From an optimization exercise on the open Yosys and OpenROAD flow, aimed at small area; shortcuts taken in it are not production practice. RTL that was checked went through simulation tests only; none was proved equivalent to the original. For runs 1 and 2, only the layout was checked, not whether the RTL still works. Power is estimated from default activity; no workload was simulated.

File: flow/design.v
module rgb565_to_ycbcr422
(
    input   wire                    sys_clk         ,
    input   wire                    sys_rst_n       ,
    input   wire    [15:0]          rgb_data        ,
    output  reg     signed  [7:0]   img_out         ,
    output  wire    [1:0]           state           ,
    output  wire                    start_en
);
reg     [1:0]   k       ;
reg             run     ;    
reg     [15:0]  x_q     ;
reg     [7:0]   a_q     ;
reg             sel_c1  ;    
reg             sel_c2  ;    
wire            sel_y   = ~k[1];
wire    [7:0]   f_top   ;
wire t_0;
wire t_1;
wire t_2;
wire t_3;
wire t_4;
wire t_5;
wire t_6;
wire t_7;
wire t_8;
wire t_9;
wire t_10;
wire t_11;
wire t_12;
wire t_13;
wire t_14;
wire t_15;
wire t_16;
wire t_17;
wire t_18;
wire t_19;
wire t_20;
wire t_21;
wire t_22;
wire t_23;
wire t_24;
wire t_25;
wire t_26;
wire t_27;
wire t_28;
wire t_29;
wire t_30;
wire t_31;
wire t_32;
wire t_33;
wire t_34;
wire t_35;
wire t_36;
wire t_37;
wire t_38;
wire t_39;
wire t_40;
wire t_41;
wire t_42;
wire t_43;
wire t_44;
wire t_45;
wire t_46;
wire t_47;
wire t_48;
wire t_49;
wire t_50;
wire t_51;
wire t_52;
wire t_53;
wire t_54;
wire t_55;
wire t_56;
wire t_57;
wire t_58;
wire t_59;
wire t_60;
wire t_61;
wire t_62;
wire t_63;
wire t_64;
wire t_65;
wire t_66;
wire t_67;
wire t_68;
wire t_69;
wire t_70;
wire t_71;
wire t_72;
wire t_73;
wire t_74;
wire t_75;
wire t_76;
wire t_77;
wire t_78;
wire t_79;
wire t_80;
wire t_81;
wire t_82;
wire t_83;
wire t_84;
wire t_85;
wire t_86;
wire t_87;
wire t_88;
wire t_89;
wire t_90;
wire t_91;
wire t_92;
wire t_93;
wire t_94;
wire t_95;
wire t_96;
wire t_97;
wire t_98;
wire t_99;
wire t_100;
wire t_101;
wire t_102;
wire t_103;
wire t_104;
wire t_105;
wire t_106;
wire t_107;
wire t_108;
wire t_109;
wire t_110;
wire t_111;
wire t_112;
wire t_113;
wire t_114;
wire t_115;
wire t_116;
wire t_117;
wire t_118;
wire t_119;
wire t_120;
wire t_121;
wire t_122;
wire t_123;
wire t_124;
wire t_125;
wire t_126;
wire t_127;
wire t_128;
wire t_129;
wire t_130;
wire t_131;
wire t_132;
wire t_133;
wire t_134;
wire t_135;
wire t_136;
wire t_137;
wire t_138;
wire t_139;
wire t_140;
wire t_141;
wire t_142;
wire t_143;
wire t_144;
wire t_145;
wire t_146;
wire t_147;
wire t_148;
wire t_149;
wire t_150;
wire t_151;
wire t_152;
wire t_153;
wire t_154;
wire t_155;
wire t_156;
wire t_157;
wire t_158;
wire t_159;
wire t_160;
wire t_161;
wire t_162;
wire t_163;
wire t_164;
wire t_165;
wire t_166;
wire t_167;
wire t_168;
wire t_169;
wire t_170;
wire t_171;
wire t_172;
wire t_173;
wire t_174;
wire t_175;
wire t_176;
wire t_177;
wire t_178;
wire t_179;
wire t_180;
wire t_181;
wire t_182;
wire t_183;
wire t_184;
wire t_185;
wire t_186;
wire t_187;
wire t_188;
wire t_189;
wire t_190;
wire t_191;
wire t_192;
wire t_193;
wire t_194;
wire t_195;
wire t_196;
wire t_197;
wire t_198;
wire t_199;
wire t_200;
wire t_201;
wire t_202;
wire t_203;
wire t_204;
wire t_205;
wire t_206;
wire t_207;
wire t_208;
wire t_209;
wire t_210;
wire t_211;
wire t_212;
wire t_213;
wire t_214;
wire t_215;
wire t_216;
wire t_217;
wire t_218;
wire t_219;
wire t_220;
wire t_221;
wire t_222;
wire t_223;
wire t_224;
wire t_225;
wire t_226;
wire t_227;
wire t_228;
wire t_229;
wire t_230;
wire t_231;
wire t_232;
wire t_233;
wire t_234;
wire t_235;
wire t_236;
wire t_237;
wire t_238;
wire t_239;
wire t_240;
wire t_241;
wire t_242;
wire t_243;
wire t_244;
wire t_245;
wire t_246;
wire t_247;
wire t_248;
wire t_249;
wire t_250;
wire t_251;
wire t_252;
wire t_253;
wire t_254;
wire t_255;
wire t_256;
wire t_257;
wire t_258;
wire t_259;
wire t_260;
wire t_261;
wire t_262;
wire t_263;
wire t_264;
wire t_265;
wire t_266;
wire t_267;
wire t_268;
wire t_269;
wire t_270;
wire t_271;
wire t_272;
wire t_273;
wire t_274;
wire t_275;
wire t_276;
wire t_277;
wire t_278;
wire t_279;
wire t_280;
wire t_281;
wire t_282;
assign t_0 = (x_q[11] & ~sel_c2);
assign t_1 = (x_q[11] ? (sel_y) : (sel_c1));
assign t_2 = (x_q[11] ? 1'b0 : (sel_y));
assign t_3 = (x_q[11] & (sel_y));
assign t_4 = (x_q[11] ? 1'b0 : ~sel_c2);
assign t_5 = (x_q[11] & ~sel_c1);
assign t_6 = (x_q[12] & ~sel_c2);
assign t_7 = (x_q[12] ? (sel_y) : (sel_c1));
assign t_8 = (x_q[12] ? 1'b0 : (sel_y));
assign t_9 = (x_q[12] & (sel_y));
assign t_10 = (x_q[12] ? 1'b0 : ~sel_c2);
assign t_11 = (x_q[12] & ~sel_c1);
assign t_12 = (x_q[13] & ~sel_c2);
assign t_13 = (x_q[13] ? 1'b0 : ~sel_c2);
assign t_14 = (x_q[13] ? 1'b0 : (sel_y));
assign t_15 = (x_q[13] & (sel_y));
assign t_16 = (x_q[13] ? 1'b0 : ~sel_c2);
assign t_17 = (x_q[13] & ~sel_c1);
assign t_18 = (x_q[14] & ~sel_c2);
assign t_19 = (x_q[14] ? (sel_c1) : (sel_y));
assign t_20 = (x_q[14] & ~sel_c2);
assign t_21 = (x_q[14] ? (sel_y) : (sel_c1));
assign t_22 = (x_q[14] & (sel_c2));
assign t_23 = (x_q[15] & ~sel_c2);
assign t_24 = (x_q[15] ? (sel_c1) : (sel_y));
assign t_25 = (x_q[15] & ~sel_c2);
assign t_26 = (x_q[15] ? 1'b0 : ~sel_c2);
assign t_27 = (x_q[15] & ~sel_c1);
assign t_28 = (x_q[5] ? (sel_c1) : (sel_c2));
assign t_29 = (x_q[5] ? ~sel_c2 : (sel_c2));
assign t_30 = (x_q[5] ? (sel_c1) : ~sel_c1);
assign t_31 = (x_q[5] ? (sel_c1) : ~sel_c1);
assign t_32 = (x_q[5] & (sel_c1));
assign t_33 = (x_q[5] & (sel_y));
assign t_34 = (x_q[5] ? (sel_y) : k[1]);
assign t_35 = (x_q[6] ? (sel_c1) : (sel_c2));
assign t_36 = (x_q[6] ? ~sel_c2 : (sel_c2));
assign t_37 = (x_q[6] ? (sel_c1) : ~sel_c1);
assign t_38 = (x_q[6] ? (sel_c1) : ~sel_c1);
assign t_39 = (x_q[6] & (sel_c1));
assign t_40 = (x_q[6] & (sel_y));
assign t_41 = (x_q[6] ? (sel_y) : k[1]);
assign t_42 = (x_q[7] ? (sel_c1) : (sel_c2));
assign t_43 = (x_q[7] ? ~sel_c2 : (sel_c2));
assign t_44 = (x_q[7] ? 1'b0 : (sel_y));
assign t_45 = (x_q[7] ? (sel_c1) : ~sel_c1);
assign t_46 = (x_q[7] ? (sel_y) : k[1]);
assign t_47 = (x_q[8] ? (sel_c1) : (sel_c2));
assign t_48 = (x_q[8] ? (sel_c1) : ~sel_c1);
assign t_49 = (x_q[8] ? (sel_c1) : ~sel_c1);
assign t_50 = (x_q[8] ? (sel_y) : k[1]);
assign t_51 = (x_q[9] & k[1]);
assign t_52 = (x_q[9] & ~sel_c2);
assign t_53 = (x_q[9] ? 1'b0 : ~sel_c1);
assign t_54 = (x_q[9] ? (sel_c1) : ~sel_c1);
assign t_55 = (x_q[9] ? (sel_y) : k[1]);
assign t_56 = (x_q[10] ? (sel_c1) : (sel_c2));
assign t_57 = (x_q[10] ? (sel_c1) : ~sel_c1);
assign t_58 = (x_q[10] ? (sel_c1) : ~sel_c1);
assign t_59 = (x_q[10] ? (sel_y) : k[1]);
assign t_60 = (x_q[0] ? (sel_y) : (sel_c2));
assign t_61 = (x_q[0] & ~sel_c1);
assign t_62 = (x_q[0] & (sel_c2));
assign t_63 = (x_q[0] ? 1'b0 : (sel_c1));
assign t_64 = (x_q[0] ? ~sel_c2 : (sel_c2));
assign t_65 = (x_q[0] & (sel_c1));
assign t_66 = (x_q[1] ? (sel_y) : (sel_c2));
assign t_67 = (x_q[1] & ~sel_c1);
assign t_68 = (x_q[1] & (sel_c2));
assign t_69 = (x_q[1] & (sel_c1));
assign t_70 = (x_q[1] ? (sel_y) : (sel_c2));
assign t_71 = (x_q[1] & (sel_c1));
assign t_72 = (x_q[2] ? (sel_y) : (sel_c2));
assign t_73 = (x_q[2] & ~sel_c1);
assign t_74 = (x_q[2] ? 1'b0 : (sel_c2));
assign t_75 = (x_q[2] ? 1'b0 : k[1]);
assign t_76 = (x_q[2] & ~sel_c2);
assign t_77 = (x_q[2] & (sel_c1));
assign t_78 = (x_q[3] ? (sel_y) : (sel_c2));
assign t_79 = (x_q[3] ? 1'b0 : ~sel_c1);
assign t_80 = (x_q[3] ? 1'b0 : (sel_c2));
assign t_81 = (x_q[3] & (sel_y));
assign t_82 = (x_q[3] & (sel_c1));
assign t_83 = (x_q[4] ? (sel_y) : (sel_c2));
assign t_84 = (x_q[4] ? 1'b0 : ~sel_c1);
assign t_85 = (x_q[4] ? 1'b0 : (sel_c2));
assign t_86 = (x_q[4] & (sel_y));
assign t_87 = (x_q[4] & (sel_c1));
assign t_88 = (sel_c2);
csa_fa u_t_89 (.a(t_0), .b(t_28), .c(t_60), .s(t_89), .co(t_90));
csa_fa u_t_91 (.a(t_6), .b(t_29), .c(t_35), .s(t_91), .co(t_92));
csa_fa u_t_93 (.a(t_66), .b(t_90), .c(t_91), .s(t_93), .co(t_94));
assign t_95 = ~(t_1 ^ t_12);
assign t_96 = t_1 | t_12;
csa_fa u_t_97 (.a(t_30), .b(t_36), .c(t_61), .s(t_97), .co(t_98));
csa_fa u_t_99 (.a(t_72), .b(t_92), .c(t_95), .s(t_99), .co(t_100));
csa_fa u_t_101 (.a(t_97), .b(t_94), .c(t_99), .s(t_101), .co(t_102));
csa_fa u_t_103 (.a(t_7), .b(t_37), .c(t_67), .s(t_103), .co(t_104));
csa_fa u_t_105 (.a(t_96), .b(t_98), .c(t_103), .s(t_105), .co(t_106));
csa_fa u_t_107 (.a(t_100), .b(t_105), .c(t_102), .s(t_107), .co(t_108));
csa_fa u_t_109 (.a(t_2), .b(t_13), .c(t_31), .s(t_109), .co(t_110));
csa_fa u_t_111 (.a(t_42), .b(t_73), .c(t_104), .s(t_111), .co(t_112));
csa_fa u_t_113 (.a(t_109), .b(t_106), .c(t_111), .s(t_113), .co(t_114));
assign t_115 = ~(t_8 ^ t_14);
assign t_116 = t_8 | t_14;
csa_fa u_t_117 (.a(t_38), .b(t_43), .c(t_47), .s(t_117), .co(t_118));
csa_fa u_t_119 (.a(t_110), .b(t_115), .c(t_117), .s(t_119), .co(t_120));
csa_fa u_t_121 (.a(t_112), .b(t_119), .c(t_114), .s(t_121), .co(t_122));
assign t_123 = ~(t_3 ^ t_18);
assign t_124 = t_3 | t_18;
csa_fa u_t_125 (.a(t_32), .b(t_44), .c(t_48), .s(t_125), .co(t_126));
csa_fa u_t_127 (.a(t_51), .b(t_62), .c(t_78), .s(t_127), .co(t_128));
csa_fa u_t_129 (.a(t_116), .b(t_118), .c(t_123), .s(t_129), .co(t_130));
csa_fa u_t_131 (.a(t_125), .b(t_127), .c(t_120), .s(t_131), .co(t_132));
csa_fa u_t_133 (.a(t_129), .b(t_131), .c(t_122), .s(t_133), .co(t_134));
csa_fa u_t_135 (.a(x_q[11]), .b(t_9), .c(t_23), .s(t_135), .co(t_136));
csa_fa u_t_137 (.a(t_39), .b(t_45), .c(t_52), .s(t_137), .co(t_138));
csa_fa u_t_139 (.a(t_56), .b(t_63), .c(t_68), .s(t_139), .co(t_140));
csa_fa u_t_141 (.a(t_83), .b(t_124), .c(t_126), .s(t_141), .co(t_142));
csa_fa u_t_143 (.a(t_128), .b(t_135), .c(t_137), .s(t_143), .co(t_144));
csa_fa u_t_145 (.a(t_139), .b(t_130), .c(t_141), .s(t_145), .co(t_146));
csa_fa u_t_147 (.a(t_143), .b(t_132), .c(t_145), .s(t_147), .co(t_148));
assign t_149 = ~(x_q[12] ^ t_15);
assign t_150 = x_q[12] | t_15;
csa_fa u_t_151 (.a(t_19), .b(t_33), .c(t_49), .s(t_151), .co(t_152));
csa_fa u_t_153 (.a(t_53), .b(t_57), .c(t_64), .s(t_153), .co(t_154));
csa_fa u_t_155 (.a(t_69), .b(t_74), .c(t_79), .s(t_155), .co(t_156));
csa_fa u_t_157 (.a(t_136), .b(t_138), .c(t_140), .s(t_157), .co(t_158));
csa_fa u_t_159 (.a(t_149), .b(t_151), .c(t_153), .s(t_159), .co(t_160));
csa_fa u_t_161 (.a(t_155), .b(t_142), .c(t_144), .s(t_161), .co(t_162));
csa_fa u_t_163 (.a(t_157), .b(t_159), .c(t_146), .s(t_163), .co(t_164));
csa_fa u_t_165 (.a(t_161), .b(t_148), .c(t_163), .s(t_165), .co(t_166));
csa_fa u_t_167 (.a(x_q[13]), .b(x_q[7]), .c(t_4), .s(t_167), .co(t_168));
csa_fa u_t_169 (.a(t_24), .b(t_34), .c(t_40), .s(t_169), .co(t_170));
csa_fa u_t_171 (.a(t_54), .b(t_70), .c(t_75), .s(t_171), .co(t_172));
csa_fa u_t_173 (.a(t_84), .b(t_150), .c(t_152), .s(t_173), .co(t_174));
csa_fa u_t_175 (.a(t_154), .b(t_156), .c(t_167), .s(t_175), .co(t_176));
csa_fa u_t_177 (.a(t_169), .b(t_171), .c(t_158), .s(t_177), .co(t_178));
csa_fa u_t_179 (.a(t_160), .b(t_173), .c(t_175), .s(t_179), .co(t_180));
csa_fa u_t_181 (.a(t_162), .b(t_177), .c(t_179), .s(t_181), .co(t_182));
csa_fa u_t_183 (.a(t_164), .b(t_181), .c(t_166), .s(t_183), .co(t_184));
csa_fa u_t_185 (.a(x_q[8]), .b(t_5), .c(t_10), .s(t_185), .co(t_186));
csa_fa u_t_187 (.a(t_20), .b(t_41), .c(t_58), .s(t_187), .co(t_188));
csa_fa u_t_189 (.a(t_65), .b(t_76), .c(t_80), .s(t_189), .co(t_190));
csa_fa u_t_191 (.a(t_168), .b(t_170), .c(t_172), .s(t_191), .co(t_192));
csa_fa u_t_193 (.a(t_185), .b(t_187), .c(t_189), .s(t_193), .co(t_194));
csa_fa u_t_195 (.a(t_174), .b(t_176), .c(t_191), .s(t_195), .co(t_196));
csa_fa u_t_197 (.a(t_193), .b(t_178), .c(t_180), .s(t_197), .co(t_198));
csa_fa u_t_199 (.a(t_195), .b(t_182), .c(t_197), .s(t_199), .co(t_200));
csa_fa u_t_201 (.a(x_q[9]), .b(t_11), .c(t_16), .s(t_201), .co(t_202));
csa_fa u_t_203 (.a(t_25), .b(t_46), .c(t_71), .s(t_203), .co(t_204));
csa_fa u_t_205 (.a(t_81), .b(t_85), .c(t_186), .s(t_205), .co(t_206));
csa_fa u_t_207 (.a(t_188), .b(t_190), .c(t_201), .s(t_207), .co(t_208));
csa_fa u_t_209 (.a(t_203), .b(t_192), .c(t_194), .s(t_209), .co(t_210));
csa_fa u_t_211 (.a(t_205), .b(t_207), .c(t_196), .s(t_211), .co(t_212));
csa_fa u_t_213 (.a(t_209), .b(t_198), .c(t_211), .s(t_213), .co(t_214));
csa_fa u_t_215 (.a(x_q[10]), .b(t_17), .c(t_21), .s(t_215), .co(t_216));
csa_fa u_t_217 (.a(t_50), .b(t_77), .c(t_86), .s(t_217), .co(t_218));
csa_fa u_t_219 (.a(t_202), .b(t_204), .c(t_215), .s(t_219), .co(t_220));
csa_fa u_t_221 (.a(t_217), .b(t_206), .c(t_208), .s(t_221), .co(t_222));
csa_fa u_t_223 (.a(t_219), .b(t_210), .c(t_221), .s(t_223), .co(t_224));
csa_fa u_t_225 (.a(t_212), .b(t_223), .c(t_214), .s(t_225), .co(t_226));
csa_fa u_t_227 (.a(t_88), .b(t_22), .c(t_26), .s(t_227), .co(t_228));
csa_fa u_t_229 (.a(t_55), .b(t_82), .c(t_216), .s(t_229), .co(t_230));
csa_fa u_t_231 (.a(t_218), .b(t_227), .c(t_220), .s(t_231), .co(t_232));
csa_fa u_t_233 (.a(t_229), .b(t_222), .c(t_231), .s(t_233), .co(t_234));
csa_fa u_t_235 (.a(t_224), .b(t_233), .c(t_226), .s(t_235), .co(t_236));
assign t_237 = ~(t_27 ^ t_59);
assign t_238 = t_27 | t_59;
csa_fa u_t_239 (.a(t_87), .b(t_228), .c(t_237), .s(t_239), .co(t_240));
csa_fa u_t_241 (.a(t_230), .b(t_239), .c(t_232), .s(t_241), .co(t_242));
csa_fa u_t_243 (.a(t_234), .b(t_241), .c(t_236), .s(t_243), .co(t_244));
assign t_245 = t_238 ^ t_240 ^ t_242;
csa_ha u_t_246 (.a(t_113), .b(t_108), .s(t_246), .co(t_247));
csa_ha u_t_248 (.a(t_147), .b(t_134), .s(t_248), .co(t_249));
csa_ha u_t_250 (.a(t_199), .b(t_184), .s(t_250), .co(t_251));
csa_ha u_t_252 (.a(t_200), .b(t_213), .s(t_252), .co(t_253));
csa_ha u_t_254 (.a(t_245), .b(t_244), .s(t_254), .co(t_255));
assign t_256 = t_121 & t_247;
assign t_257 = t_133 & t_256;
assign t_258 = t_249 | (t_248 & t_257);
assign t_259 = t_165 & t_258;
assign t_260 = t_250 & t_183;
assign t_261 = t_225 & t_253;
assign t_262 = t_225 & t_252;
assign t_263 = t_243 & t_235;
assign t_264 = t_183 & t_259;
assign t_265 = t_251 | (t_260 & t_259);
assign t_266 = t_235 & t_261;
assign t_267 = t_235 & t_262;
assign t_268 = t_263 & t_261;
assign t_269 = t_263 & t_262;
assign t_270 = t_253 | (t_252 & t_265);
assign t_271 = t_261 | (t_262 & t_265);
assign t_272 = t_266 | (t_267 & t_265);
assign t_273 = t_268 | (t_269 & t_265);
assign t_274 = t_255 | (t_254 & t_273);
assign t_275 = t_165 ^ t_258;
assign t_276 = t_183 ^ t_259;
assign t_277 = t_250 ^ t_264;
assign t_278 = t_252 ^ t_265;
assign t_279 = t_225 ^ t_270;
assign t_280 = t_235 ^ t_271;
assign t_281 = t_243 ^ t_272;
assign t_282 = t_254 ^ t_273;
assign f_top = {t_282, t_281, t_280, t_279, t_278, t_277, t_276, t_275};
always @(posedge sys_clk) begin
    if (!sel_c1)
        x_q <= rgb_data;
    a_q <= f_top;
end
always @(posedge sys_clk or negedge sys_rst_n)
    if (!sys_rst_n) begin
        k      <= 2'd0;
        run    <= 1'b0;
        sel_c1 <= 1'b0;
        sel_c2 <= 1'b0;
    end else begin
        k      <= k + 2'd1;
        run    <= run | (k == 2'd2);
        sel_c1 <= k == 2'd1;
        sel_c2 <= k == 2'd2;
    end
always @(posedge sys_clk or negedge sys_rst_n)
    if (!sys_rst_n)
        img_out <= 8'd0;
    else
        img_out <= a_q & {8{run | sel_c1}};
assign start_en = run;
assign state    = {run & (k[1] ^ k[0]), run & ~k[0]};
endmodule
module csa_fa (input wire a, input wire b, input wire c, output wire s, output wire co);
assign s  = a ^ b ^ c;
assign co = (a & b) | (a & c) | (b & c);
endmodule
module csa_ha (input wire a, input wire b, output wire s, output wire co);
assign s  = a ^ b;
assign co = a & b;
endmodule
File: flow/flow/run.sh
#!/bin/bash
# Standard layout, but the port buffers are the smallest buffer cell.
set -euo pipefail
export BUFFER_PORTS_ARGS="-buffer_cell sky130_fd_sc_hd__buf_1"
bash standard.sh > standard_flow.log 2>&1
File: flow/standard.sh
#!/bin/bash
# synth_recipe.tcl (not shown) runs the flow's synth.tcl, then flattens the netlist and writes it again
# the make line also repeats each setting of config.mk as NAME=value (left out here)
make -C /OpenROAD-flow-scripts/flow DESIGN_CONFIG=/design/flow/config.mk WORK_HOME=/design/flow/orfs CLKGATE_MAP_FILE= SYNTH_SCRIPT=/design/flow/synth_recipe.tcl "${@:-finish}"
File: flow/config.mk
export PLATFORM = sky130hd
export DESIGN_NAME = rgb565_to_ycbcr422
export DESIGN_NICKNAME = rgb565_to_ycbcr422
export VERILOG_FILES = /design/flow/design.v
export SDC_FILE = /design/flow/constraint.sdc
export NUM_CORES = 4
export LEC_CHECK = 0
export CAP_MARGIN = 20
export CORE_MARGIN = 2
export CORE_UTILIZATION = 40
export SLEW_MARGIN = 20
export SYNTH_HIERARCHICAL = 1
File: flow/constraint.sdc
create_clock -name core_clock -period 5.0 [get_ports {sys_clk}]
set_input_delay 1.0000 -clock core_clock [delete_from_list [all_inputs] [get_ports {sys_clk}]]
set_output_delay 1.0000 -clock core_clock [all_outputs]
set_load 0.01 [all_outputs]
==> flow_summary_export.csv, run 1 <==
group,metric,value,unit
drt,wire_per_inst,16.94,um
setup_path,cp.required,5220,ps
setup_path,slowest_delay,530,ps
finish,syn_to_final_growth,13.88,%
global_routing,overflow,0,
drt,drt-total-wl,6978,um
setup_path,endpoint,"a_q[7]",
setup_path,cp_cell_sequence,"buf_4 -> and2_1 -> fa_1 -> fa_1 -> fa_1 -> fa_1 -> fa_1 -> fa_1 -> fa_1 -> fa_1 -> nand3_1 -> a21oi_2 -> xor2_1",
placement,numPlacedInstances,403,
global_routing,grt_pass1_wl,11630,um
synthesis,async_flop_share,35.14,%
synthesis,yosys.area.top_type_share,42.66,%
synthesis,synth-seq-area-share,28.20,%
synthesis,ys_warn_count,7,
sta,worst_hold_slack,439.2,ps
setup_path,cp-start-kind,"flop",
global_routing,grt_usage,17.41,%
placement,place_area,0.003735,sq mm
sta,rsz0062_at_grt,"false",
setup_path,end_kind,"flop",
drt,ant_nets,0,
clock_network,clock_latency,290,ps
sta,tns,0,ps
setup_path,worstReg2RegStart,"sel_c1",
setup_path,rr_endpoint,"a_q[7]",
sta,min_period,4751,ps
floorplan,die_w,96.55,um
clock_network,clock_path_buffers,2,
power,ir_drop,0.1750,mV
clock_network,tritoncts,"done",
floorplan,rows,33,
drt,drt_iter0_markers,58,
finish,regArea,967.2,sq um
finish,final_common_cell,"fa_1",
setup_path,crit_start,"sel_c1",
setup_path,slowest_stage,"fa_1",
synthesis,syn-num-nets,375,
synthesis,ys_top_cells_by_area,"fa_1, edfxtp_1, dfrtp_1",
clock_network,ctsHoldBuffers,0,
finish,fin_nets,420,
global_routing,grt_max_degree,17,
placement,gp_congestion,0.9692,
synthesis,avgSynthCellArea,13.13,sq um
synthesis,netlist_instances,261,
placement,dp_hpwl,5927,um
floorplan,die_h,96.55,um
finish,layout_common_cells,"fa_1, buf_1, ha_1, inv_1, nor2_1",
synthesis,synth_area,0.003426,sq mm
finish,fin_area,0.003901,sq mm
sta,period_share,95.02,%
synthesis,ys_types,28,
finish,fin_cells,412,
run,maxCapViolCount,0,
setup_path,r2r_cells,13,
sta,tightest_slew,733.6,ps
finish,fin_util,47.24,%
synthesis,synth_edf_count,16,
sta,hold_viol_final,0,
power,power.density,358.0,mW/mm^2
finish,nFillCells,763,
sta,finalSetupViolCount,0,
sta,relSlewSlack,51.10,%
setup_path,arrival,4980,ps
drt,vias,1944,
synthesis,yosys.area.top_type,"fa_1",
floorplan,initial_core_util,41.48,%
floorplan,ioPinCount,29,
setup_path,crit_fanout,12,
drt,post-route-drc-count,0,
hold_path,hp-class,"reg2reg",
synthesis,synth_flop_cell,"edfxtp_1",
finish,diodes,0,
clock_network,cts_max_level,2,
global_routing,grt_pass1_vias,2205,
global_routing,antenna_found_initial,0,
setup_path,critPathKind,"reg2reg",
clock_network,cts.clk_slew.worst_paths,70,ps
clock_network,cts_root_buf,"clkbuf_8",
placement,io_buffers,28,
run_status,outcome,"no timing/DRC/antenna violations",
clock_network,numCtsBuffers,5,
finish,drive_gt1_share,10.42,%
finish,multi_input_area,0.002385,sq mm
setup_path,path_common_cell,"fa_1",
setup_path,r2r_slack,250,ps
clock_network,cts_sinks,37,
sta,final-max-slew-violation-count,0,
synthesis,ys_seq_elements,37,
sta,fmax,210.5,MHz
drt,viasPerCell,4.718,
sta,fin_worst_skew,4.018,ps
power,p_leak,1.724,nW
drt,dr.pass1.iters,4,
floorplan,dieArea,0.009321,sq mm
floorplan,coreArea,0.008258,sq mm
[worst max-delay path: cells and delay by family (launching register included)]
kind | cells | cell delay [ps]
compound gates | 1 | 130
buf+inv | 1 | 220
fa+ha+maj | 8 | 3480
flops | 1 | 410
simple gates | 2 | 300
xor+xnor | 1 | 140
[synthesized netlist by cell type, types with 6 or more instances]
library cell and instances:
xor2_1 9, inv_1 22, nor2b_1 12, and2_1 7, xnor2_1 6, nor2_1 21
dfrtp_1 13, dfxtp_1 8, edfxtp_1 16, ha_1 23, a21oi_1 6, fa_1 73
nand2_1 12, and2b_1 8
[registers in the layout, indices dropped and copies added (netlist names)]
signal,count
x_q,16
sel_c1,1
img_out,8
k,2
a_q,8
sel_c2,1
run,1
[per-layer routing]
layer / up-vias / wire, um / part of all wire (%) / track usage, %
li1: 908 / - / - / -
met5: - / 0 / 0 / 0
met1: 987 / 2973 / 43 / 24.11
met3: 6 / 330 / 4.7 / 2.483
met2: 43 / 3604 / 52 / 29.11
met4: 0 / 70 / 1.0 / 4.460
[per-module statistics from Yosys (local to each module, per instance)]
module | flip-flops and latches | times used
csa_fa | 0 | 73
rgb565_to_ycbcr422 | 37 | 1
csa_ha | 0 | 5
[kinds of logic (layout without fill, tap and decap cells)]
kind of cell / Yosys count / count (layout) / share of synthesized area [%]
fa+ha+maj: 96 / 96 / 51.06
simple gates: 66 / 66 / 9.898
flops: 37 / 37 / 28.20
buf+inv: 28 / 74 / 3.470
compound gates: 18 / 18 / 3.250
xor+xnor: 15 / 15 / 3.835
mux: 1 / 1 / 0.2922
[area by class of cell]
class,instances,area share [%]
clock buffers,8,2.854
inverters,23,2.277
multi-input cells,196,61.13
flip-flops and latches,37,24.79
well taps,105,3.368
repair buffers,43,5.581
[per-stage QoR]
stage	worst slack [ps]	power, W
after detailed placement	151.8	0.001158
after global routing	15.50	0.001574
final	248.9	0.001397
after CTS	143.5	0.001412
after floorplan	25.60	0.0009929
after global placement	248.9	0.001134
[worst min path at each step]
stage,start,to,slack [ps],depth (start not counted)
6_report,a_q[7],img_out[7],440,1
5_1_grt,a_q[3],img_out[3],460,1
4_1_cts,a_q[5],img_out[5],440,1
3_5_place_dp,a_q[2],img_out[2],430,1
3_3_place_gp,a_q[2],img_out[2],420,1
2_1_floorplan,a_q[0],img_out[0],420,1
[power breakdown]
group          internal, W  switching (W)  leakage (nW)
logic             0.000365       0.000385          1.28
registers         0.000379      0.0000173         0.390
clock network     0.000143       0.000109        0.0566
[what timing repair did]
action | CTS | global route
resized for setup | 0 | 9
setup buffers | 0 | 1
setup endpoints to repair | 0 | 1
==> inputs of run 2 (changes only) <==
==> flow/flow/run.sh (replaced) <==
#!/bin/bash
# Standard layout, but the port buffers are the smallest buffer cell and
# non-critical cells are downsized after global routing.
set -euo pipefail
export BUFFER_PORTS_ARGS="-buffer_cell sky130_fd_sc_hd__buf_1"
export RECOVER_POWER=100
bash standard.sh > standard_flow.log 2>&1
==> run 2 against run 1 <==
- global-route usage unchanged
- utilization about the same
- power down 0.41%
- still clean
==> flow_summary_export.csv, run 2 <==
group,metric,value,unit
synthesis,netlist_instances,261,
drt,post-route-drc-count,0,
clock_network,cts_sinks,37,
finish,drive_gt1_share,10.10,%
finish,final_common_cell,"fa_1",
clock_network,clock_latency,290,ps
floorplan,rows,33,
setup_path,r2r_slack,260,ps
sta,tightest_slew,886.7,ps
clock_network,cts_max_level,2,
drt,viasPerCell,4.743,
setup_path,crit_start,"sel_c1",
setup_path,rr_endpoint,"a_q[7]",
setup_path,endpoint,"a_q[7]",
hold_path,hp-class,"reg2reg",
setup_path,cp-start-kind,"flop",
synthesis,synth.most_common_cell,"fa_1",
power,ir_drop,0.1744,mV
sta,period_share,94.80,%
clock_network,cts.clk_slew.worst_paths,70,ps
power,p_switching,0.0005069,W
setup_path,end_kind,"flop",
placement,numPlacedInstances,403,
synthesis,synth-seq-area-share,28.20,%
synthesis,ys_seq_elements,37,
sta,fin_worst_skew,4.196,ps
setup_path,slowest_delay,530,ps
global_routing,grt_usage,17.41,%
sta,rsz0062_at_grt,"false",
setup_path,crit_family,"adder cells",
synthesis,avgSynthCellArea,13.13,sq um
drt,ant_nets,0,
synthesis,synth_area,0.003426,sq mm
drt,drt_iter0_markers,70,
hold_path,hp-start,"a_q[7]",
floorplan,dieArea,0.009321,sq mm
power,p_sw_share,36.44,%
setup_path,path_buf_inv,1,
power,power,0.001391,W
finish,largest_register_ffs,16,
floorplan,ioPinCount,29,
sta,tns,0,ps
sta,min_period,4740,ps
power,seqPwrFrac,28.5,%
clock_network,cts_root_buf,"clkbuf_8",
global_routing,grt_pass1_vias,2205,
global_routing,overflow,0,
clock_network,tritoncts,"done",
synthesis,yosys.area.top_type_share,42.66,%
setup_path,arrival,4960,ps
setup_path,path_common_cell,"fa_1",
clock_network,clock_path_buffers,2,
sta,relSlewSlack,40.89,%
setup_path,crit_fanout,12,
placement,dp_hpwl,5927,um
drt,vias,1954,
finish,fin_nets,420,
floorplan,die_h,96.55,um
synthesis,ys_warn_count,7,
setup_path,cp.required,5220,ps
placement,gp_congestion,0.9692,
synthesis,synth_edf_count,16,
sta,hold_viol_final,0,
placement,io_buffers,28,
synthesis,synth_flop_cell,"edfxtp_1",
power,p_leak,1.721,nW
synthesis,ys_top_cells_by_area,"fa_1, edfxtp_1, dfrtp_1",
sta,final-max-slew-violation-count,0,
run_status,outcome,"no timing/DRC/antenna violations",
finish,fin_util,47.20,%
setup_path,slowest_stage,"fa_1",
drt,wire_per_inst,16.89,um
synthesis,async_flop_share,35.14,%
power,internal-power,0.0008842,W
sta,finalSetupViolCount,0,
finish,layout_common_cells,"fa_1, buf_1, ha_1, inv_1, nor2_1",
synthesis,ys_types,28,
global_routing,grt_pass1_wl,11630,um
global_routing,antenna_found_initial,0,
floorplan,initial_core_util,41.48,%
setup_path,cp_cell_sequence,"buf_4 -> and2_1 -> fa_1 -> fa_1 -> fa_1 -> fa_1 -> fa_1 -> fa_1 -> fa_1 -> fa_1 -> nand3_1 -> a21oi_2 -> xor2_1",
setup_path,critPathKind,"reg2reg",
synthesis,syn-num-nets,375,
clock_network,numCtsBuffers,5,
power,combPwrFrac,53.5,%
setup_path,r2r_cells,13,
finish,top_register,"x_q",
finish,fin_cells,412,
sta,fmax,211.0,MHz
run,maxCapViolCount,0,
finish,diodes,0,
setup_path,cp.depth,13,
drt,drt-total-wl,6958,um
finish,reg_top3,"x_q: 16 flops, a_q: 8 flops, img_out: 8 flops",
global_routing,grt_max_degree,17,
clock_network,ctsHoldBuffers,0,
synthesis,synth_common_cells,"fa_1, ha_1, inv_1",
floorplan,die_w,96.55,um
floorplan,coreArea,0.008258,sq mm
power,power.density,356.9,mW/mm^2
power,power.share.clock,18.0,%
finish,syn_to_final_growth,13.77,%
drt,dr.pass1.iters,4,
synthesis,yosys.area.top_type,"fa_1",
setup_path,worstReg2RegStart,"sel_c1",
run 2: cell counts after synthesis:
Identical to the previous run, type by type.
run 2: power by group through the flow:
stage	Sequential [W]	Clock (W)	Combinational, W
CTS	0.000396	0.000259	0.000757
finish	0.000396	0.000250	0.000745
global placement	0.000402	0	0.000733
global route	0.000401	0.000271	0.000899
detailed placement	0.000402	0	0.000755
floorplan	0.000397	0	0.000596
run 2: how the worst min path moves through the flow:
stage	slack, ps	depth (start not counted)	to
3_3_place_gp	420	1	img_out[2]
3_5_place_dp	430	1	img_out[2]
6_report	440	1	img_out[7]
4_1_cts	440	1	img_out[5]
2_1_floorplan	420	1	img_out[0]
5_1_grt	460	1	img_out[3]
run 2: repair_timing:
item                       CTS  global route
resized for setup            0             9
setup endpoints to repair    0             1
setup buffers                0             1
run 2: routing by layer:
layer	vias up	wire, um	global-route usage [%]
li1	907	-	-
met4	0	97	4.460
met1	991	2966	24.11
met3	10	333	2.483
met2	46	3561	29.11
met5	-	0	0
run 2: cell families (layout without fill, tap and decap cells):
kind of cell             after synthesis  count (layout)  share of synthesized area [%]
buffers and inverters                 28              74                          3.470
flip-flops                            37              37                          28.20
multiplexers                           1               1                         0.2922
AND/OR/NAND/NOR                       66              66                          9.898
AO/OA/AOI/OAI                         18              18                          3.250
XOR/XNOR                              15              15                          3.835
adder cells (fa/ha/maj)               96              96                          51.06
run 2: through the flow:
step | setup slack (ps) | instance area [sq um] | hold WS [ps]
2_1_floorplan | 25.60 | 3426 | 417.7
3_3_place_gp | 248.9 | 3735 | 421.4
3_5_place_dp | 151.8 | 3735 | 426.6
4_1_cts | 143.5 | 3846 | 440.9
5_1_grt | 15.56 | 3897 | 455.3
6_report | 260.2 | 3897 | 439.2
run 2: area by class of cell:
cell class              instances  area (sq um)
clock buffers                   8         111.4
fillers                       763          4360
inverters                      23         88.84
multi-input cells             196          2385
flip-flops and latches         37         967.2
well taps                     105         131.4
repair buffers                 43         214.0
run 2: per-module statistics from Yosys, one instance, submodules excluded:
module / copies in the design / cells / cell area [sq um] / flops+latches
csa_ha: 5 / 1 / 12.51 / 0
rgb565_to_ycbcr422: 1 / 183 / 1902 / 37
csa_fa: 73 / 1 / 20.02 / 0
==> inputs of run 3 (changes only) <==
--- a/flow/design.v
+++ b/flow/design.v
@@ -12,7 +12,7 @@
 reg     [15:0]  x_q     ;
 reg     [7:0]   a_q     ;
-reg             sel_c1  ;    
-reg             sel_c2  ;    
 wire            sel_y   = ~k[1];
+wire            sel_c1  = k[1] & ~k[0];
+wire            sel_c2  = k[1] & k[0];
 wire    [7:0]   f_top   ;
 wire t_0;
@@ -299,72 +299,72 @@
 wire t_281;
 wire t_282;
-assign t_0 = (x_q[11] & ~sel_c2);
+assign t_0 = (x_q[11] & (sel_y | sel_c1));
 assign t_1 = (x_q[11] ? (sel_y) : (sel_c1));
 assign t_2 = (x_q[11] ? 1'b0 : (sel_y));
 assign t_3 = (x_q[11] & (sel_y));
-assign t_4 = (x_q[11] ? 1'b0 : ~sel_c2);
-assign t_5 = (x_q[11] & ~sel_c1);
-assign t_6 = (x_q[12] & ~sel_c2);
+assign t_4 = (x_q[11] ? 1'b0 : (sel_y | sel_c1));
+assign t_5 = (x_q[11] & (sel_y | sel_c2));
+assign t_6 = (x_q[12] & (sel_y | sel_c1));
 assign t_7 = (x_q[12] ? (sel_y) : (sel_c1));
 assign t_8 = (x_q[12] ? 1'b0 : (sel_y));
 assign t_9 = (x_q[12] & (sel_y));
-assign t_10 = (x_q[12] ? 1'b0 : ~sel_c2);
-assign t_11 = (x_q[12] & ~sel_c1);
-assign t_12 = (x_q[13] & ~sel_c2);
-assign t_13 = (x_q[13] ? 1'b0 : ~sel_c2);
+assign t_10 = (x_q[12] ? 1'b0 : (sel_y | sel_c1));
+assign t_11 = (x_q[12] & (sel_y | sel_c2));
+assign t_12 = (x_q[13] & (sel_y | sel_c1));
+assign t_13 = (x_q[13] ? 1'b0 : (sel_y | sel_c1));
 assign t_14 = (x_q[13] ? 1'b0 : (sel_y));
 assign t_15 = (x_q[13] & (sel_y));
-assign t_16 = (x_q[13] ? 1'b0 : ~sel_c2);
-assign t_17 = (x_q[13] & ~sel_c1);
-assign t_18 = (x_q[14] & ~sel_c2);
+assign t_16 = (x_q[13] ? 1'b0 : (sel_y | sel_c1));
+assign t_17 = (x_q[13] & (sel_y | sel_c2));
+assign t_18 = (x_q[14] & (sel_y | sel_c1));
 assign t_19 = (x_q[14] ? (sel_c1) : (sel_y));
-assign t_20 = (x_q[14] & ~sel_c2);
+assign t_20 = (x_q[14] & (sel_y | sel_c1));
 assign t_21 = (x_q[14] ? (sel_y) : (sel_c1));
 assign t_22 = (x_q[14] & (sel_c2));
-assign t_23 = (x_q[15] & ~sel_c2);
+assign t_23 = (x_q[15] & (sel_y | sel_c1));
 assign t_24 = (x_q[15] ? (sel_c1) : (sel_y));
-assign t_25 = (x_q[15] & ~sel_c2);
-assign t_26 = (x_q[15] ? 1'b0 : ~sel_c2);
-assign t_27 = (x_q[15] & ~sel_c1);
+assign t_25 = (x_q[15] & (sel_y | sel_c1));
+assign t_26 = (x_q[15] ? 1'b0 : (sel_y | sel_c1));
+assign t_27 = (x_q[15] & (sel_y | sel_c2));
 assign t_28 = (x_q[5] ? (sel_c1) : (sel_c2));
-assign t_29 = (x_q[5] ? ~sel_c2 : (sel_c2));
-assign t_30 = (x_q[5] ? (sel_c1) : ~sel_c1);
-assign t_31 = (x_q[5] ? (sel_c1) : ~sel_c1);
+assign t_29 = (x_q[5] ? (sel_y | sel_c1) : (sel_c2));
+assign t_30 = (x_q[5] ? (sel_c1) : (sel_y | sel_c2));
+assign t_31 = (x_q[5] ? (sel_c1) : (sel_y | sel_c2));
 assign t_32 = (x_q[5] & (sel_c1));
 assign t_33 = (x_q[5] & (sel_y));
-assign t_34 = (x_q[5] ? (sel_y) : k[1]);
+assign t_34 = (x_q[5] ? (sel_y) : (sel_c1 | sel_c2));
 assign t_35 = (x_q[6] ? (sel_c1) : (sel_c2));
-assign t_36 = (x_q[6] ? ~sel_c2 : (sel_c2));
-assign t_37 = (x_q[6] ? (sel_c1) : ~sel_c1);
-assign t_38 = (x_q[6] ? (sel_c1) : ~sel_c1);
+assign t_36 = (x_q[6] ? (sel_y | sel_c1) : (sel_c2));
+assign t_37 = (x_q[6] ? (sel_c1) : (sel_y | sel_c2));
+assign t_38 = (x_q[6] ? (sel_c1) : (sel_y | sel_c2));
 assign t_39 = (x_q[6] & (sel_c1));
 assign t_40 = (x_q[6] & (sel_y));
-assign t_41 = (x_q[6] ? (sel_y) : k[1]);
+assign t_41 = (x_q[6] ? (sel_y) : (sel_c1 | sel_c2));
 assign t_42 = (x_q[7] ? (sel_c1) : (sel_c2));
-assign t_43 = (x_q[7] ? ~sel_c2 : (sel_c2));
+assign t_43 = (x_q[7] ? (sel_y | sel_c1) : (sel_c2));
 assign t_44 = (x_q[7] ? 1'b0 : (sel_y));
-assign t_45 = (x_q[7] ? (sel_c1) : ~sel_c1);
-assign t_46 = (x_q[7] ? (sel_y) : k[1]);
+assign t_45 = (x_q[7] ? (sel_c1) : (sel_y | sel_c2));
+assign t_46 = (x_q[7] ? (sel_y) : (sel_c1 | sel_c2));
 assign t_47 = (x_q[8] ? (sel_c1) : (sel_c2));
-assign t_48 = (x_q[8] ? (sel_c1) : ~sel_c1);
-assign t_49 = (x_q[8] ? (sel_c1) : ~sel_c1);
-assign t_50 = (x_q[8] ? (sel_y) : k[1]);
-assign t_51 = (x_q[9] & k[1]);
-assign t_52 = (x_q[9] & ~sel_c2);
-assign t_53 = (x_q[9] ? 1'b0 : ~sel_c1);
-assign t_54 = (x_q[9] ? (sel_c1) : ~sel_c1);
-assign t_55 = (x_q[9] ? (sel_y) : k[1]);
+assign t_48 = (x_q[8] ? (sel_c1) : (sel_y | sel_c2));
+assign t_49 = (x_q[8] ? (sel_c1) : (sel_y | sel_c2));
+assign t_50 = (x_q[8] ? (sel_y) : (sel_c1 | sel_c2));
+assign t_51 = (x_q[9] & (sel_c1 | sel_c2));
+assign t_52 = (x_q[9] & (sel_y | sel_c1));
+assign t_53 = (x_q[9] ? 1'b0 : (sel_y | sel_c2));
+assign t_54 = (x_q[9] ? (sel_c1) : (sel_y | sel_c2));
+assign t_55 = (x_q[9] ? (sel_y) : (sel_c1 | sel_c2));
 assign t_56 = (x_q[10] ? (sel_c1) : (sel_c2));
-assign t_57 = (x_q[10] ? (sel_c1) : ~sel_c1);
-assign t_58 = (x_q[10] ? (sel_c1) : ~sel_c1);
-assign t_59 = (x_q[10] ? (sel_y) : k[1]);
+assign t_57 = (x_q[10] ? (sel_c1) : (sel_y | sel_c2));
+assign t_58 = (x_q[10] ? (sel_c1) : (sel_y | sel_c2));
+assign t_59 = (x_q[10] ? (sel_y) : (sel_c1 | sel_c2));
 assign t_60 = (x_q[0] ? (sel_y) : (sel_c2));
-assign t_61 = (x_q[0] & ~sel_c1);
+assign t_61 = (x_q[0] & (sel_y | sel_c2));
 assign t_62 = (x_q[0] & (sel_c2));
 assign t_63 = (x_q[0] ? 1'b0 : (sel_c1));
-assign t_64 = (x_q[0] ? ~sel_c2 : (sel_c2));
+assign t_64 = (x_q[0] ? (sel_y | sel_c1) : (sel_c2));
 assign t_65 = (x_q[0] & (sel_c1));
 assign t_66 = (x_q[1] ? (sel_y) : (sel_c2));
-assign t_67 = (x_q[1] & ~sel_c1);
+assign t_67 = (x_q[1] & (sel_y | sel_c2));
 assign t_68 = (x_q[1] & (sel_c2));
 assign t_69 = (x_q[1] & (sel_c1));
@@ -372,16 +372,16 @@
 assign t_71 = (x_q[1] & (sel_c1));
 assign t_72 = (x_q[2] ? (sel_y) : (sel_c2));
-assign t_73 = (x_q[2] & ~sel_c1);
+assign t_73 = (x_q[2] & (sel_y | sel_c2));
 assign t_74 = (x_q[2] ? 1'b0 : (sel_c2));
-assign t_75 = (x_q[2] ? 1'b0 : k[1]);
-assign t_76 = (x_q[2] & ~sel_c2);
+assign t_75 = (x_q[2] ? 1'b0 : (sel_c1 | sel_c2));
+assign t_76 = (x_q[2] & (sel_y | sel_c1));
 assign t_77 = (x_q[2] & (sel_c1));
 assign t_78 = (x_q[3] ? (sel_y) : (sel_c2));
-assign t_79 = (x_q[3] ? 1'b0 : ~sel_c1);
+assign t_79 = (x_q[3] ? 1'b0 : (sel_y | sel_c2));
 assign t_80 = (x_q[3] ? 1'b0 : (sel_c2));
 assign t_81 = (x_q[3] & (sel_y));
 assign t_82 = (x_q[3] & (sel_c1));
 assign t_83 = (x_q[4] ? (sel_y) : (sel_c2));
-assign t_84 = (x_q[4] ? 1'b0 : ~sel_c1);
+assign t_84 = (x_q[4] ? 1'b0 : (sel_y | sel_c2));
 assign t_85 = (x_q[4] ? 1'b0 : (sel_c2));
 assign t_86 = (x_q[4] & (sel_y));
@@ -506,5 +506,5 @@
 assign f_top = {t_282, t_281, t_280, t_279, t_278, t_277, t_276, t_275};
 always @(posedge sys_clk) begin
-    if (!sel_c1)
+    if (k != 2'd2)
         x_q <= rgb_data;
     a_q <= f_top;
@@ -512,13 +512,9 @@
 always @(posedge sys_clk or negedge sys_rst_n)
     if (!sys_rst_n) begin
-        k      <= 2'd0;
-        run    <= 1'b0;
-        sel_c1 <= 1'b0;
-        sel_c2 <= 1'b0;
+        k   <= 2'd0;
+        run <= 1'b0;
     end else begin
-        k      <= k + 2'd1;
-        run    <= run | (k == 2'd2);
-        sel_c1 <= k == 2'd1;
-        sel_c2 <= k == 2'd2;
+        k   <= k + 2'd1;
+        run <= run | (k == 2'd2);
     end
 always @(posedge sys_clk or negedge sys_rst_n)
@@ -526,5 +522,5 @@
         img_out <= 8'd0;
     else
-        img_out <= a_q & {8{run | sel_c1}};
+        img_out <= a_q & {8{run | (k == 2'd2)}};
 assign start_en = run;
 assign state    = {run & (k[1] ^ k[0]), run & ~k[0]};
==> flow/flow/run.sh (replaced) <==
#!/bin/bash
# Standard layout, but the port buffers are the smallest buffer cell.
set -euo pipefail
export BUFFER_PORTS_ARGS="-buffer_cell sky130_fd_sc_hd__buf_1"
bash standard.sh > standard_flow.log 2>&1
--- a/flow/config.mk
+++ b/flow/config.mk
@@ -9,4 +9,6 @@
 export CORE_MARGIN = 2
 export CORE_UTILIZATION = 40
+export CTS_CLUSTER_DIAMETER = 150
+export CTS_CLUSTER_SIZE = 50
 export SLEW_MARGIN = 20
 export SYNTH_HIERARCHICAL = 1
==> run 3 against run 2 <==
- sequential share of layout area fell by 0.96 points
- non-clock buffer count fell by 1
- critical endpoint unchanged
- utilization fell by 0.70 points
- count of clock-buffer cells in the layout fell by 1
- critical path type unchanged
- largest power group unchanged
==> flow_summary_export.csv, run 3 <==
group,metric,value,unit
synthesis,netlist_instances,272,
drt,viasPerCell,4.846,
synthesis,synth_common_cells,"fa_1, nor2_1, nor2b_1",
synthesis,synth_area,0.003422,sq mm
sta,tightest_slew,652.0,ps
sta,min_period,4799,ps
floorplan,coreArea,0.008258,sq mm
clock_network,clock_path_buffers,2,
finish,drive_gt1_share,12.58,%
floorplan,die_w,96.50,um
setup_path,cp-start-kind,"flop",
global_routing,use_met3,2.250,%
sta,period_share,95.99,%
synthesis,avgSynthCellArea,12.58,sq um
finish,layout_common_cells,"fa_1, buf_1, nor2_1, nor2b_1, edfxtp_1",
floorplan,dieArea,0.009311,sq mm
finish,diodes,0,
drt,drt_iter0_markers,80,
finish,fin_cells,415,
global_routing,grt_max_degree,24,
synthesis,ys_seq_elements,35,
floorplan,rows,33,
hold_path,holdPathStages,1,
finish,reg_top3,"x_q: 16 flops, a_q: 8 flops, img_out: 8 flops",
finish,syn_to_final_growth,12.21,%
clock_network,cts_max_level,2,
placement,io_buffers,28,
sta,fin_worst_skew,7.728,ps
power,power.density,351.9,mW/mm^2
global_routing,overflow,0,
setup_path,slowest_delay,530,ps
global_routing,met2_usage,29.51,%
clock_network,numCtsBuffers,5,
clock_network,cts_root_buf,"clkbuf_8",
synthesis,synthSimpleGateAreaFrac,11.85,%
setup_path,r2r_cells,16,
floorplan,initial_core_util,41.44,%
synthesis,syn-num-nets,378,
setup_path,cp.required,5220,ps
global_routing,met1_usage,20.87,%
drt,dr.pass1.iters,4,
synthesis,async_flop_share,31.43,%
finish,largest_register_ffs,16,
finish,fin_nets,415,
synthesis,ys_types,32,
sta,relSlewSlack,56.53,%
placement,numPlacedInstances,406,
setup_path,arrival,5020,ps
setup_path,path_buf_inv,2,
setup_path,critPathKind,"reg2reg",
global_routing,grt_usage,16.44,%
finish,regArea,915.9,sq um
synthesis,yosys.area.top_type_share,42.71,%
drt,drt-total-wl,6817,um
setup_path,path_common_cell,"fa_1",
sta,tns,0,ps
sta,finalSetupViolCount,0,
sta,fmax,208.4,MHz
synthesis,synth-xor-area-share,4.351,%
synthesis,ys_warn_count,7,
setup_path,crit_family,"adder cells",
run_status,outcome,"no timing/DRC/antenna violations",
synthesis,synth.most_common_cell,"fa_1",
synthesis,synth_edf_count,16,
hold_path,min_to,"img_out[1]",
finish,multi_input_area,0.002425,sq mm
synthesis,ys_top_cells_by_area,"fa_1, edfxtp_1, dfrtp_1",
sta,rsz0062_at_grt,"true",
sta,worst_hold_slack,438.3,ps
synthesis,synth-adder-area-share,48.19,%
setup_path,cp_cell_sequence,"inv_2 -> ha_4 -> or2_1 -> buf_4 -> nor2_1 -> a21oi_1 -> fa_1 -> fa_1 -> fa_1 -> fa_1 -> fa_2 -> fa_2 -> fa_1 -> nand3_1 -> a21oi_2 -> xor2_1",
clock_network,clock_latency,290,ps
synthesis,synth_compound_area_share,4.132,%
drt,post-route-drc-count,0,
global_routing,antenna_found_initial,0,
sta,final-max-slew-violation-count,0,
synthesis,synth_flop_cell,"edfxtp_1",
synthesis,synth.area.mux_share,0.5850,%
setup_path,slowest_stage,"fa_1",
setup_path,end_kind,"flop",
floorplan,die_h,96.50,um
clock_network,tritoncts,"done",
floorplan,ioPinCount,29,
finish,final_common_cell,"fa_1",
setup_path,worstReg2RegStart,"k[0]",
synthesis,synth_top_family_by_area,"adder cells",
power,power,0.001351,W
setup_path,r2r_slack,200,ps
global_routing,grt_pass1_vias,2289,
hold_path,hp-start,"a_q[1]",
global_routing,grt.busiest_layer,"met2",
setup_path,crit_fanout,8,
run,maxCapViolCount,0,
clock_network,cts_sinks,35,
finish,top_register,"x_q",
synthesis,yosys.area.top_type,"fa_1",
power,p_leak,1.608,nW
setup_path,rr_endpoint,"a_q[7]",
finish,nFillCells,779,
drt,wire_per_inst,16.43,um
hold_path,hp-class,"reg2reg",
global_routing,grt_pass1_wl,11180,um
drt,ant_nets,0,
synthesis,synth-seq-area-share,26.76,%
power,ir_drop,0.2946,mV
placement,gp_congestion,0.9481,
drt,vias,2011,
placement,dp_hpwl,5628,um
sta,hold_viol_final,0,
clock_network,cts.clk_slew.worst_paths,70,ps
-- run 3: cell types whose count changed after synthesis, sizes merged, moves of 3 or more --
| cell | delta |
|---|---|
| inv | -7 |
| nor2b | +6 |
| and2 | +4 |
| buf | +6 |
| and2b | -3 |
| ha | -8 |
| nor2 | +6 |
| a21oi | +7 |
| nand2 | -4 |
-- run 3: area by class of cell --
cell class | count | share of cell area [%]
clock buffer | 7 | 1.988
clock inverter | 1 | 0.1303
inverter | 16 | 1.662
multi-input combinational | 209 | 63.15
sequential | 35 | 23.85
tap | 105 | 3.421
timing repair buffer | 42 | 5.800
-- run 3: metrics by stage --
| step | setup WS (ps) | instance area, sq um | utilization, % |
|---|---|---|---|
| final | 200.7 | 3840 | 46.50 |
| after global routing | 17.39 | 3840 | 46.50 |
| after CTS | 48.36 | 3801 | 46.03 |
| after detailed placement | 23.36 | 3707 | 44.89 |
| after global placement | 118.3 | 3707 | 44.89 |
| after floorplan | 12.02 | 3446 | - |
-- run 3: logic make-up after synthesis --
kind of cell,after synthesis
flops,35
xor+xnor,17
compound gates,24
simple gates,78
mux,2
buf+inv,28
fa+ha+maj,88
-- run 3: layer usage --
metal | wire, um | part of all wire, %
met1 | 2801 | 41
met2 | 3679 | 54
met3 | 243 | 3.6
met4 | 93 | 1.4
met5 | 0 | 0
-- run 3: modules after synthesis, one instance, submodules excluded --
module,cells,cell area (sq um),flops+latches,copies in the design
csa_ha,1,12.51,0,5
rgb565_to_ycbcr422,194,1898,35,1
csa_fa,1,20.02,0,73
-- run 3: worst max path at each step --
| stage | from | end | slack, ps | depth (start not counted) |
|---|---|---|---|---|
| after floorplan | k[0] | a_q[7] | 10 | 15 |
| after CTS | k[0] | a_q[7] | 50 | 16 |
| final | k[0] | a_q[7] | 200 | 16 |
| after detailed placement | k[0] | a_q[7] | 20 | 15 |
| after global placement | k[0] | a_q[7] | 120 | 14 |
| after global routing | k[0] | a_q[7] | 20 | 16 |
-- run 3: what timing repair did --
| item | 4_1_cts | 5_1_grt |
|---|---|---|
| setup endpoints to repair | 1 | 3 |
| resized for setup | 2 | 8 |
| cloned | 0 | 0 |
| hold buffers | 0 | 0 |
| setup buffers | 0 | 1 |
-- run 3: report_power, final --
part	internal (W)	total [W]	switching, W
clock	0.0000977	0.000197	0.0000995
combinational	0.000389	0.000770	0.000381
sequential	0.000363	0.000384	0.0000211
total	0.000850	0.00135	0.000502
==> inputs of run 4 (changes only) <==
--- a/flow/config.mk
+++ b/flow/config.mk
@@ -9,4 +9,5 @@
 export CORE_MARGIN = 2
 export CORE_UTILIZATION = 40
+export CTS_BUF_LIST = sky130_fd_sc_hd__clkbuf_4 sky130_fd_sc_hd__clkbuf_8
 export CTS_CLUSTER_DIAMETER = 150
 export CTS_CLUSTER_SIZE = 50
==> run 4 against run 3 <==
- still clean
- global-route usage up 0.067 points
- critical path depth unchanged
- synthesized area unchanged
- sequential share of layout area about the same
- power up 0.89%
- fmax about the same
- via count down 0.65%
- clock skew about the same
- utilization up 0.091 points
- non-clock buffer count unchanged
- flip-flop and latch count unchanged
- largest cell class unchanged
- highest routed layer unchanged
==> flow_summary_export.csv, run 4 <==
group,metric,value,unit
floorplan,dieArea,0.009311,sq mm
clock_network,clock_path_buffers,2,
hold_path,min_to,"img_out[1]",
finish,multi_input_area,0.002425,sq mm
clock_network,cts_max_level,2,
sta,final-max-slew-violation-count,0,
power,seqPwrFrac,28.2,%
clock_network,clock_latency,290,ps
synthesis,yosys.area.top_type,"fa_1",
finish,reg_top3,"x_q: 16 flops, a_q: 8 flops, img_out: 8 flops",
setup_path,end_kind,"flop",
placement,gp_congestion,0.9481,
floorplan,die_w,96.50,um
run,maxCapViolCount,0,
power,p_sw_share,36.86,%
drt,vias,1998,
synthesis,synth_edf_count,16,
sta,tns,0,ps
finish,syn_to_final_growth,12.43,%
floorplan,coreArea,0.008258,sq mm
floorplan,die_h,96.50,um
power,power.density,354.4,mW/mm^2
run_status,outcome,"no timing/DRC/antenna violations",
sta,rsz0062_at_grt,"true",
drt,viasPerCell,4.814,
synthesis,ys_warn_count,7,
synthesis,ys_types,32,
finish,fin_cells,415,
sta,worst_hold_slack,438.3,ps
clock_network,cts.clk_slew.worst_paths,70,ps
drt,ant_nets,0,
finish,diodes,0,
setup_path,arrival,5030,ps
synthesis,ys_seq_elements,35,
setup_path,cp.required,5230,ps
floorplan,initial_core_util,41.44,%
finish,nFillCells,778,
synthesis,avgSynthCellArea,12.58,sq um
power,p_leak,1.615,nW
finish,regArea,915.9,sq um
setup_path,worstReg2RegStart,"k[0]",
placement,numPlacedInstances,406,
global_routing,antenna_found_initial,0,
power,p_switching,0.0005025,W
clock_network,tritoncts,"done",
finish,final_common_cell,"fa_1",
hold_path,holdPathStages,1,
power,ir_drop,0.2945,mV
sta,finalSetupViolCount,0,
global_routing,grt_usage,16.51,%
placement,dp_hpwl,5628,um
clock_network,cts_root_buf,"clkbuf_8",
sta,fin_worst_skew,7.870,ps
floorplan,rows,33,
setup_path,rr_endpoint,"a_q[7]",
synthesis,ys_top_cells_by_area,"fa_1, edfxtp_1, dfrtp_1",
hold_path,hp-class,"reg2reg",
hold_path,hp-start,"a_q[1]",
drt,dr.pass1.iters,4,
placement,io_buffers,28,
drt,drt-total-wl,6807,um
setup_path,cp-start-kind,"flop",
sta,tightest_slew,651.8,ps
global_routing,grt_max_degree,24,
global_routing,grt_pass1_vias,2289,
synthesis,netlist_instances,272,
power,internal-power,0.0008609,W
setup_path,critPathKind,"reg2reg",
synthesis,async_flop_share,31.43,%
setup_path,r2r_slack,200,ps
finish,fin_util,46.59,%
setup_path,crit_start,"k[0]",
setup_path,r2r_cells,16,
sta,hold_viol_final,0,
synthesis,synth.most_common_cell,"fa_1",
synthesis,synth_flop_cell,"edfxtp_1",
clock_network,numCtsBuffers,5,
clock_network,cts_sinks,35,
drt,wire_per_inst,16.40,um
finish,fin_nets,415,
sta,fmax,208.2,MHz
synthesis,synth_area,0.003422,sq mm
finish,layout_common_cells,"fa_1, buf_1, nor2_1, nor2b_1, edfxtp_1",
sta,min_period,4803,ps
synthesis,synth-seq-area-share,26.76,%
power,combPwrFrac,56.5,%
finish,largest_register_ffs,16,
synthesis,yosys.area.top_type_share,42.71,%
global_routing,overflow,0,
finish,top_register,"x_q",
global_routing,grt_pass1_wl,11200,um
floorplan,ioPinCount,29,
synthesis,synth_common_cells,"fa_1, nor2_1, nor2b_1",
setup_path,crit_fanout,8,
synthesis,syn-num-nets,378,
sta,period_share,96.05,%
sta,relSlewSlack,56.55,%
finish,drive_gt1_share,13.23,%
drt,drt_iter0_markers,79,
drt,post-route-drc-count,0,
power,power.share.clock,15.3,%
-- run 4: cell count changes in the layout (fill, tap and decap cells not counted) --
cell,previous run,this run
clkbuf_4,0,2
clkbuf_1,2,0
-- run 4: worst max-delay path by stage --
stage | end | depth (start not counted)
3_3_place_gp | a_q[7] | 14
6_report | a_q[7] | 16
2_1_floorplan | a_q[7] | 15
5_1_grt | a_q[7] | 16
4_1_cts | a_q[7] | 16
3_5_place_dp | a_q[7] | 15
-- run 4: per-module statistics from Yosys, one instance, submodules excluded --
module / flip-flops and latches / area (sq um) / times used
csa_ha: 0 / 12.51 / 5
csa_fa: 0 / 20.02 / 73
rgb565_to_ycbcr422: 35 / 1898 / 1
-- run 4: worst max-delay path, stage by stage (launching register included) --
cell,delay [ps]
dfrtp_1,430
inv_2,80
ha_4,210
or2_1,250
buf_4,170
nor2_1,80
a21oi_1,70
fa_1,440
fa_1,450
fa_1,500
fa_1,450
fa_2,380
fa_2,350
fa_1,530
nand3_1,90
a21oi_2,130
xor2_1,150
-- run 4: timing repair --
item	CTS	global route
buffers inserted	0	1
resized for setup	2	8
hold buffers	0	0
endpoints found under the setup margin	1	3
cloned	0	0
-- run 4: per-layer routing --
layer / global-route usage (%) / wire, um
met1: 20.87 / 2869
met2: 29.57 / 3665
met3: 2.483 / 179
met4: 4.577 / 93
met5: 0 / 0
-- run 4: logic make-up (layout without fill, tap and decap cells) --
logic type                 Yosys count  count (layout)  synth area share (%)
buffers and inverters               28              66                 4.131
AOI/OAI and AO/OA                   24              24                 4.131
DFF                                 35              35                 26.76
xor gates and xnor gates            17              17                 4.351
muxes                                2               2                0.5850
adders and majority gates           88              88                 48.19
and+or+nand+nor                     78              78                 11.85
-- run 4: area by class of cell --
type                       instances  share of cell area, %
clock buffer                       7                  2.179
clock inverter                     1                 0.1301
inverter                          16                  1.659
multi-input combinational        209                  63.02
sequential                        35                  23.80
tap                              105                  3.415
timing repair buffer              42                  5.789
-- run 4: power groups by stage --
| stage | combinational (W) | sequential (W) | clock, W |
|---|---|---|---|
| finish | 0.000771 | 0.000384 | 0.000209 |
| global route | 0.000895 | 0.000387 | 0.000231 |
| CTS | 0.000787 | 0.000384 | 0.000217 |
| detailed placement | 0.000780 | 0.000390 | 0 |
| global placement | 0.000769 | 0.000390 | 0 |
| floorplan | 0.000618 | 0.000379 | 0 |
-- run 4: through the flow --
stage,power (W),instance area (sq um),setup WS (ps)
floorplan,0.0009970,3446,12.02
global placement,0.001159,3707,118.3
detailed placement,0.001171,3707,23.36
CTS,0.001388,3809,48.34
global route,0.001513,3847,17.29
finish,0.001363,3847,197.3
==> inputs of run 5 (changes only) <==
--- a/flow/config.mk
+++ b/flow/config.mk
@@ -8,8 +8,5 @@
 export CAP_MARGIN = 20
 export CORE_MARGIN = 2
-export CORE_UTILIZATION = 40
-export CTS_BUF_LIST = sky130_fd_sc_hd__clkbuf_4 sky130_fd_sc_hd__clkbuf_8
-export CTS_CLUSTER_DIAMETER = 150
-export CTS_CLUSTER_SIZE = 50
+export CORE_UTILIZATION = 60
 export SLEW_MARGIN = 20
 export SYNTH_HIERARCHICAL = 1
==> run 5 against run 4 <==
- still clean
- first-iteration DRC count up 28%
- cell count down 8.2%
- via count up 2.0%
- power up 3.3%
- fmax down 0.87%
- critical endpoint unchanged
==> flow_summary_export.csv, run 5 <==
group,metric,value,unit
synthesis,yosys.area.top_type_share,42.71,%
floorplan,rows,27,
power,p_leak,1.620,nW
power,power.share.clock,17.3,%
finish,layout_common_cells,"fa_1, buf_1, nor2_1, nor2b_1, edfxtp_1",
synthesis,synth-seq-area-share,26.76,%
floorplan,coreArea,0.005507,sq mm
clock_network,tritoncts,"done",
global_routing,overflow,0,
finish,fin_util,69.76,%
drt,drt-total-wl,6452,um
sta,fmax,206.4,MHz
clock_network,cts_sinks,35,
synthesis,synth_edf_count,16,
power,power.density,366.6,mW/mm^2
setup_path,cp-start-kind,"flop",
drt,vias,2038,
global_routing,grt_max_degree,24,
setup_path,crit_fanout,7,
finish,top_register,"x_q",
synthesis,ys_top_cells_by_area,"fa_1, edfxtp_1, dfrtp_1",
sta,finalSetupViolCount,0,
drt,viasPerCell,5.349,
finish,fin_nets,414,
global_routing,met1_usage,32.84,%
sta,worst_hold_slack,442.3,ps
global_routing,grt_pass1_vias,2209,
floorplan,die_w,79.52,um
finish,fin_cells,381,
hold_path,holdPathStages,1,
finish,syn_to_final_growth,12.25,%
clock_network,numCtsBuffers,5,
run_status,outcome,"no timing/DRC/antenna violations",
finish,largest_register_ffs,16,
synthesis,syn-num-nets,378,
power,p_switching,0.0005156,W
clock_network,clock_path_buffers,2,
drt,dr.pass1.iters,4,
finish,drive_gt1_share,14.56,%
global_routing,grt_usage,23.21,%
setup_path,r2r_cells,16,
sta,tightest_slew,628.1,ps
floorplan,die_h,79.52,um
global_routing,grt.busiest_layer,"met2",
drt,ant_nets,0,
drt,drt_iter0_markers,101,
sta,relSlewSlack,58.12,%
setup_path,arrival,5070,ps
synthesis,yosys.area.top_type,"fa_1",
global_routing,met2_usage,37.48,%
setup_path,critPathKind,"reg2reg",
synthesis,synth_area,0.003422,sq mm
clock_network,cts_root_buf,"clkbuf_8",
clock_network,clock_latency,290,ps
finish,final_common_cell,"fa_1",
synthesis,synth_common_cells,"fa_1, nor2_1, nor2b_1",
hold_path,hp-class,"reg2reg",
power,seqPwrFrac,27.3,%
finish,reg_top3,"x_q: 16 flops, a_q: 8 flops, img_out: 8 flops",
sta,fin_worst_skew,6.245,ps
synthesis,synth.most_common_cell,"fa_1",
placement,dp_hpwl,5295,um
synthesis,avgSynthCellArea,12.58,sq um
drt,post-route-drc-count,0,
sta,final-max-slew-violation-count,0,
synthesis,async_flop_share,31.43,%
floorplan,dieArea,0.006323,sq mm
synthesis,ys_types,32,
placement,io_buffers,28,
floorplan,ioPinCount,29,
setup_path,end_kind,"flop",
==> run 5: repair_timing <==
item                       4_1_cts  5_1_grt
pin swaps                        1        2
hold buffers                     0        0
resized for setup                2       13
setup endpoints to repair        1        3
setup buffers                    2        0
==> run 5: cell type report <==
cell class,instances,area (sq um)
clock buffers,7,107.6
clock inverters,1,5.005
fillers,410,1665
inverters,16,67.56
multi-input cells,209,2439
flip-flops and latches,35,917.1
well taps,72,90.09
repair buffers,41,215.2
==> run 5: worst paths after layout <==
path,slack [ps],from,end
worst max-delay path,160,k[0],a_q[7]
worst min-delay path,440,a_q[4],img_out[4]
worst max register to register,160,k[0],a_q[7]
worst min register to register,440,a_q[4],img_out[4]
max in group asynchronous,3860,sys_rst_n,k[1]
min in group asynchronous,700,sys_rst_n,img_out[7]
==> run 5: per-stage QoR <==
stage	worst slack, ps	total power (W)	TNS, ps	cell area (sq um)
2_1_floorplan	12.02	0.0009970	0	3446
3_3_place_gp	30.19	0.001144	0	3651
3_5_place_dp	-24.88	0.001171	-24.88	3651
4_1_cts	1.657	0.001421	0	3791
5_1_grt	-3.912	0.001550	-4.182	3841
6_report	155.1	0.001408	0	3841
==> run 5: routing by layer <==
metal | up-vias | share of wire, %
met5 | - | 0
li1 | 921 | -
met1 | 1035 | 43
met2 | 63 | 50
met3 | 19 | 4.0
met4 | 0 | 2.8
==> run 5: power groups by stage <==
stage	clock [W]	sequential, W	combinational, W
after detailed placement	0	0.000390	0.000781
after floorplan	0	0.000379	0.000618
final	0.000244	0.000384	0.000780
after global placement	0	0.000390	0.000754
after CTS	0.000251	0.000384	0.000786
after global routing	0.000262	0.000390	0.000899
==> run 5: kinds of logic (layout without fill, tap and decap cells) <==
logic type                 Yosys count  count (layout)  share of synthesized area, %
AOI/OAI and AO/OA                   24              24                         4.131
xor gates and xnor gates            17              17                         4.351
muxes                                2               2                        0.5850
adders and majority gates           88              88                         48.19
and+or+nand+nor                     78              78                         11.85
DFF                                 35              35                         26.76
buffers and inverters               28              65                         4.131
==> run 5: Yosys stat by module, one instance, submodules excluded <==
module              flops+latches  times used
csa_fa                          0          73
csa_ha                          0           5
rgb565_to_ycbcr422             35           1
==> run 5: worst max-delay path, cell delays in order, from the launching register on <==
cell and delay [ps]:
dfrtp_1 420, inv_2 80, ha_4 190, or2_1 260
buf_4 170, nor2_1 80, a21oi_1 70, fa_1 450
fa_1 480, fa_1 510, fa_1 440, fa_2 370
fa_2 350, fa_1 530, nand3_1 90, a21oi_2 130
xor2_1 140

Check on run 5: ideal ports give 0.155 ns setup slack; a clkbuf_16 on the clock port and buf_2 on the inputs give 0.155 ns; moving port delays by the midpoint clock arrival (0.311 ns) as well gives 0.155 ns.
